Source: an optimization exercise on an open RTL-to-GDS flow (aim: small area). Production flows keep margins and buffers that such runs may drop.
Function was checked by simulation only, so behaviour that the tests miss may differ from the original.
Power and IR drop assume default switching activity.

// udp_ip_mac_top
module udp_ip_mac_top #(
    parameter       LOCAL_MAC = 48'h3C_2B_1A_09_4D_5E,
    parameter       LOCAL_IP  = 32'hC0_A8_01_6E,
    parameter       LOCL_PORT = 16'hF0F0,
    parameter       DEST_MAC  = 48'h04_D9_F5_89_43_66,
    parameter       DEST_IP   = 32'hC0_A8_01_69,
    parameter       DEST_PORT = 16'hA0A0 
)(
    input           rgmii_clk,
    input           rstn,
    input           app_data_in_valid,
    input   [7:0]   app_data_in,      
    input   [15:0]  app_data_length,    
    input           app_data_request, 
    output          udp_send_ack,   
    input           arp_req,
    output          arp_found,
    output          mac_not_exist,
    output          mac_send_end,
    output  [7:0]   udp_rec_rdata ,       
    output  [15:0]  udp_rec_data_length,      
    output          udp_rec_data_valid,        
    output          mac_data_valid,
    output  [7:0]   mac_tx_data,   
    input           rx_en,         
    input   [7:0]   mac_rx_datain
);
make LEC_CHECK=0 CAP_MARGIN=20 CORE_MARGIN=2 CORE_UTILIZATION=55 CTS_BUF_LIST=sky130_fd_sc_hd__clkbuf_8 CTS_CLUSTER_DIAMETER=45 CTS_CLUSTER_SIZE=18 GPL_TIMING_DRIVEN=0 PLACE_DENSITY=0.7 SLEW_MARGIN=20 finish   # period 8.0 ns
run.sh (not shown) runs the stock make flow with config.mk's settings and CLKGATE_MAP_FILE= SYNTH_SCRIPT=/design/flow/synth_recipe.tcl, a recipe that flattens the netlist after the stock synthesis.
Edit:
==> flow/flow/run.sh (new file) <==
#!/bin/bash
# Layout flow: the standard ORFS flow (standard.sh), with these changes:
#  - synthesis maps adders as plain logic (no full-adder extraction, no
#    Kogge-Stone carry map) and uses an area-oriented ABC script (flow/abc_speed.script)
#  - port buffers are buf_1
#  - CTS builds the tree from clkbuf_8 with up to 18 sinks per cluster and
#    inserts no dummy loads
# Each tool's output stays in ORFS's own logs (orfs/logs); make's output is in
# standard_flow.log in this folder.
set -euo pipefail
WORK=$(pwd)
SX=$WORK/scripts_x
mkdir -p "$SX"
for f in "$FLOW_HOME"/scripts/*; do ln -sf "$f" "$SX/"; done
rm -f "$SX/abc_speed.script"
cp "$WORK/flow/abc_speed.script" "$SX/abc_speed.script"
export CTS_ARGS="-sink_clustering_enable -repair_clock_nets -dont_use_dummy_load -buf_list sky130_fd_sc_hd__clkbuf_8 -sink_clustering_size 18 -sink_clustering_max_diameter 45"
export BUFFER_PORTS_ARGS="-buffer_cell sky130_fd_sc_hd__buf_1"
export MAKEFLAGS="ADDER_MAP_FILE= SYNTH_OPERATIONS_ARGS=-nofsm SCRIPTS_DIR=$SX"
bash standard.sh > "$WORK/standard_flow.log" 2>&1
==> flow/flow/abc_speed.script (new file) <==
strash
&get -n
&fraig -x
&put
dc2
strash
dc2
strash
dc2
strash
&get -n
&dch -f
&nf
&dch -f
&nf
&dch -f
&nf
&put
==> flow/standard.sh (new file) <==
#!/bin/bash
# synth_recipe.tcl (not shown) runs the flow's synth.tcl, then flattens the netlist and writes it again
# the make line also repeats each setting of config.mk as NAME=value (left out here)
make -C /OpenROAD-flow-scripts/flow DESIGN_CONFIG=/design/flow/config.mk WORK_HOME=/design/flow/orfs CLKGATE_MAP_FILE= SYNTH_SCRIPT=/design/flow/synth_recipe.tcl "${@:-finish}"
CTS_BUF_LIST = not set   (was sky130_fd_sc_hd__clkbuf_8)
CTS_CLUSTER_DIAMETER = not set   (was 45)
CTS_CLUSTER_SIZE = not set   (was 18)
removed: flow/run.sh
After rerunning: The new run ran to the end with no violations. Core utilization went down by 1.2 points. Critical path depth went up by 5. Global-route usage went down by 2.7 points.
Edit:
--- a/flow/flow/run.sh
+++ b/flow/flow/run.sh
@@ -4 +4,2 @@
-#    Kogge-Stone carry map) and uses an area-oriented ABC script (flow/abc_speed.script)
+#    Kogge-Stone carry map) and uses an area-oriented ABC script (flow/abc_speed.script, replacing
+#    ORFS's abc_speed.script in a linked copy of the scripts folder)
@@ -6 +7 @@
-#  - CTS builds the tree from clkbuf_8 with up to 18 sinks per cluster and
+#  - CTS builds the tree from clkbuf_8 with up to 20 sinks per cluster and
@@ -17 +18 @@
-export CTS_ARGS="-sink_clustering_enable -repair_clock_nets -dont_use_dummy_load -buf_list sky130_fd_sc_hd__clkbuf_8 -sink_clustering_size 18 -sink_clustering_max_diameter 45"
+export CTS_ARGS="-sink_clustering_enable -repair_clock_nets -dont_use_dummy_load -buf_list sky130_fd_sc_hd__clkbuf_8 -sink_clustering_size 20 -sink_clustering_max_diameter 45"
Count of clock-buffer cells in the layout is lower by 12.
Utilization is lower by 0.10 points.
First-iteration DRC count is higher by 3.9%.
Routed wire length is about the same.
Combinational power barely changes.
Die area does not change.
Synthesized area stays the same.
Edit:
--- a/flow/flow/run.sh
+++ b/flow/flow/run.sh
@@ -4,2 +4 @@
-#    Kogge-Stone carry map) and uses an area-oriented ABC script (flow/abc_speed.script, replacing
-#    ORFS's abc_speed.script in a linked copy of the scripts folder)
+#    Kogge-Stone carry map) and uses an area-oriented ABC script (flow/abc_speed.script)
@@ -7 +6 @@
-#  - CTS builds the tree from clkbuf_8 with up to 20 sinks per cluster and
+#  - CTS builds the tree from clkbuf_8 with up to 18 sinks per cluster and
@@ -18 +17 @@
-export CTS_ARGS="-sink_clustering_enable -repair_clock_nets -dont_use_dummy_load -buf_list sky130_fd_sc_hd__clkbuf_8 -sink_clustering_size 20 -sink_clustering_max_diameter 45"
+export CTS_ARGS="-sink_clustering_enable -repair_clock_nets -dont_use_dummy_load -buf_list sky130_fd_sc_hd__clkbuf_16 -sink_clustering_size 36 -sink_clustering_max_diameter 60"
==> flow/flow/abc_speed.script (replaced) <==
strash
&get -n
&fraig -x
&put
dc2
strash
&get -n
&dch -f
&nf
&put
CORE_UTILIZATION = 40   (was 55)
PLACE_DENSITY = 0.6   (was 0.7)
After rerunning: The new run completed without violations. Core utilization decreases by 16 points. Global-route usage falls by 5.4 points. Non-clock buffer count increases by 5. Cell count came out higher by 9.2%. Via count went down by 1.0%. Synthesized cell count rose by 0.35%. Area after synthesis increases by 0.49%. Fmax is about the same. Wire length went up by 4.3%. Clock skew drops by 0.0097 ns.
Edit:
--- a/flow/flow/run.sh
+++ b/flow/flow/run.sh
@@ -4 +4,2 @@
-#    Kogge-Stone carry map) and uses an area-oriented ABC script (flow/abc_speed.script)
+#    Kogge-Stone carry map) and uses an area-oriented ABC script (flow/abc_speed.script, replacing
+#    ORFS's abc_speed.script in a linked copy of the scripts folder)
@@ -17 +18 @@
-export CTS_ARGS="-sink_clustering_enable -repair_clock_nets -dont_use_dummy_load -buf_list sky130_fd_sc_hd__clkbuf_16 -sink_clustering_size 36 -sink_clustering_max_diameter 60"
+export CTS_ARGS="-sink_clustering_enable -repair_clock_nets -dont_use_dummy_load -buf_list sky130_fd_sc_hd__clkbuf_8 -sink_clustering_size 20 -sink_clustering_max_diameter 45"
==> flow/flow/abc_speed.script (replaced) <==
strash
&get -n
&fraig -x
&put
dc2
strash
dc2
strash
dc2
strash
&get -n
&dch -f
&nf
&dch -f
&nf
&dch -f
&nf
&put
CORE_UTILIZATION = 55   (was 40)
PLACE_DENSITY = 0.7   (was 0.6)
- area after synthesis came out lower by 0.49%
- setup slack improved by 0.015 ns
- wire length came out lower by 4.1%
- sequential cell count does not change
- core utilization came out higher by 16 points
- final area came out lower by 2.4%
Edit:
--- a/flow/flow/run.sh
+++ b/flow/flow/run.sh
@@ -4,2 +4 @@
-#    Kogge-Stone carry map) and uses an area-oriented ABC script (flow/abc_speed.script, replacing
-#    ORFS's abc_speed.script in a linked copy of the scripts folder)
+#    Kogge-Stone carry map) and uses an area-oriented ABC script (flow/abc_speed.script)
@@ -18 +17 @@
-export CTS_ARGS="-sink_clustering_enable -repair_clock_nets -dont_use_dummy_load -buf_list sky130_fd_sc_hd__clkbuf_8 -sink_clustering_size 20 -sink_clustering_max_diameter 45"
+export CTS_ARGS="-sink_clustering_enable -repair_clock_nets -dont_use_dummy_load -buf_list sky130_fd_sc_hd__clkbuf_8 -sink_clustering_size 18 -sink_clustering_max_diameter 45"
==> flow/flow/abc_speed.script (replaced) <==
strash
&get -n
&fraig -x
&put
dc2
strash
&get -n
&dch -f
&nf
&put
CORE_UTILIZATION = 40   (was 55)
PLACE_DENSITY = 0.6   (was 0.7)
The changed run completed with no timing, DRC or antenna violations. Power climbs by a few percent. Routed wire length increases by a few percent. Utilization goes down by 15 points. Design area rises by a few percent. Sequential cell count stays the same. Worst setup slack gains 0.016 ns. Final cell count rises by roughly a tenth. Worst hold slack loses 0.010 ns.

yarrow:
Starting RTL as in the previous note.
clock: 8.0 ns
lec_check: 0
cap_margin: 20
core_margin: 2
core_utilization: 65
gpl_timing_driven: 0
place_density: 0.78
slew_margin: 20
standard.sh (not shown) runs the stock make flow with config.mk's settings and CLKGATE_MAP_FILE= SYNTH_SCRIPT=/design/flow/synth_recipe.tcl, a recipe that flattens the netlist after the stock synthesis.
==> flow/flow/run.sh <==
#!/bin/bash
# Layout flow: the standard ORFS flow (standard.sh), with these changes:
#  - synthesis maps adders as plain logic (no full-adder extraction, no
#    Kogge-Stone carry map) and uses an area-oriented ABC script (flow/abc_speed.script, replacing
#    ORFS's abc_speed.script in a linked copy of the scripts folder)
#  - port buffers are buf_1
#  - CTS builds the tree from clkbuf_8 with up to 18 sinks per cluster and
#    inserts no dummy loads
# Each tool's output stays in ORFS's own logs (orfs/logs); make's output is in
# standard_flow.log in this folder.
set -euo pipefail
WORK=$(pwd)
SX=$WORK/scripts_x
mkdir -p "$SX"
for f in "$FLOW_HOME"/scripts/*; do ln -sf "$f" "$SX/"; done
rm -f "$SX/abc_speed.script"
cp "$WORK/flow/abc_speed.script" "$SX/abc_speed.script"
export CTS_ARGS="-sink_clustering_enable -repair_clock_nets -dont_use_dummy_load -buf_list sky130_fd_sc_hd__clkbuf_8 -sink_clustering_size 18 -sink_clustering_max_diameter 45"
export BUFFER_PORTS_ARGS="-buffer_cell sky130_fd_sc_hd__buf_1"
export MAKEFLAGS="ADDER_MAP_FILE= SYNTH_OPERATIONS_ARGS=-nofsm SCRIPTS_DIR=$SX"
bash standard.sh > "$WORK/standard_flow.log" 2>&1
==> flow/flow/abc_speed.script <==
strash
&get -n
&fraig -x
&put
dc2
strash
dc2
strash
dc2
strash
&get -n
&dch -f
&nf
&dch -f
&nf
&dch -f
&nf
&put
## Diff of input files: onyx against yarrow
diff --git a/flow/flow/run.sh b/flow/flow/run.sh
--- a/flow/flow/run.sh
+++ b/flow/flow/run.sh
@@ -4,2 +4 @@
-#    Kogge-Stone carry map) and uses an area-oriented ABC script (flow/abc_speed.script, replacing
-#    ORFS's abc_speed.script in a linked copy of the scripts folder)
+#    Kogge-Stone carry map) and uses an area-oriented ABC script (flow/abc_speed.script)
@@ -18 +17 @@
-export CTS_ARGS="-sink_clustering_enable -repair_clock_nets -dont_use_dummy_load -buf_list sky130_fd_sc_hd__clkbuf_8 -sink_clustering_size 18 -sink_clustering_max_diameter 45"
+export CTS_ARGS="-sink_clustering_enable -repair_clock_nets -dont_use_dummy_load -buf_list sky130_fd_sc_hd__clkbuf_8 -sink_clustering_size 22 -sink_clustering_max_diameter 45"
diff --git a/flow/config.mk b/flow/config.mk
--- a/flow/config.mk
+++ b/flow/config.mk
@@ -10 +10 @@
-export CORE_UTILIZATION = 65
+export CORE_UTILIZATION = 55
@@ -12 +12 @@
-export PLACE_DENSITY = 0.78
+export PLACE_DENSITY = 0.7
Total power: onyx below yarrow
Summary of onyx over yarrow: net count of the mapped netlist was more or less identical; post-route clock period utilization went down by 0.87 points.
[compare] base=yarrow new=onyx: pin count of the biggest net entering global routing increased by 4.0% relative to the old numbers, clock buffer and inverter area fraction after layout shows no meaningful change.
The uppermost metal layer occupied by signal nets comes out met5 in one run and met4 in the other, namely in yarrow and onyx respectively.
onyx vs yarrow, startpoint of the worst setup timing path: ip_layer.ip_tx.ip_send_cnt[12] vs ip_layer.ip_tx.ip_send_cnt[15]
Relative to yarrow, switching share of power has decreased by 0.26 points in onyx.
Looking at non-clock buffer count across yarrow and onyx, the one that comes out lower is onyx.
Modified inputs, violet compared to onyx
diff --git a/flow/flow/run.sh b/flow/flow/run.sh
--- a/flow/flow/run.sh
+++ b/flow/flow/run.sh
@@ -4 +4,2 @@
-#    Kogge-Stone carry map) and uses an area-oriented ABC script (flow/abc_speed.script)
+#    Kogge-Stone carry map) and uses an area-oriented ABC script (flow/abc_speed.script, replacing
+#    ORFS's abc_speed.script in a linked copy of the scripts folder)
@@ -17 +18 @@
-export CTS_ARGS="-sink_clustering_enable -repair_clock_nets -dont_use_dummy_load -buf_list sky130_fd_sc_hd__clkbuf_8 -sink_clustering_size 22 -sink_clustering_max_diameter 45"
+export CTS_ARGS="-sink_clustering_enable -repair_clock_nets -dont_use_dummy_load -buf_list sky130_fd_sc_hd__clkbuf_8 -sink_clustering_size 18 -sink_clustering_max_diameter 45"
diff --git a/flow/config.mk b/flow/config.mk
--- a/flow/config.mk
+++ b/flow/config.mk
@@ -8 +8 @@
-export CAP_MARGIN = 20
+export CAP_MARGIN = 5
@@ -13 +13 @@
-export SLEW_MARGIN = 20
+export SLEW_MARGIN = 5
==> notes.md <==
Comparing onyx and violet, the higher shortest period the worst path allows was measured on onyx. violet against onyx: maximum frequency picked up an extra 5.0%, clock tree skew after final layout fell by 8.9 ps, fraction of met3 tracks used by global routing now larger, design area up about 0.44%. | post-synthesis compound-gate area fraction | violet vs onyx | ≈ equal |. Comparing onyx against violet, there is no change at all in post-synthesis average cell area. Between onyx and violet, the number of cells in the design after placement figures differ only marginally. Compared with onyx, violet shows clock power share higher by 1.0 points.

-- what the ideal ports hide --
No port has a modelled driver above. Below, the same layouts with a new extraction and two added sets of constraints.
Step 1: set_driving_cell puts a clkbuf_16 on rgmii_clk and a buf_2 on each other input, an assumption about the parent block.
Step 2 also shifts input and output timing later by t, the mid clock arrival at the registers, as if the neighbouring blocks saw the same clock.
Three values: ideal, step 1, step 2; two values: the first two.
run	t (ns)	setup slack, ns	worst setup path after step 2
the first run of note 1	1.129	2.881 / 2.881 / 2.824	input to register
the second run of note 1	1.009	1.564 / 1.564 / 1.564	register to register
the third run of note 1	1.006	1.607 / 1.607 / 1.607	register to register
the fourth run of note 1	0.886	1.592 / 1.592 / 1.385	input to register
the fifth run of note 1	1.006	1.607 / 1.607 / 1.607	register to register
the sixth run of note 1	1.091	1.623 / 1.623 / 1.517	input to register
yarrow	0.998	1.510 / 1.510 / 1.510	register to register
onyx	1.008	1.579 / 1.579 / 1.579	register to register
violet	1.020	1.883 / 1.883 / 1.883	register to register
After both steps every run listed still meets setup and hold. The setup slack of the fourth run of note 1, which loses most, moves by 0.000 ns with the drivers and by -0.207 ns with both steps.
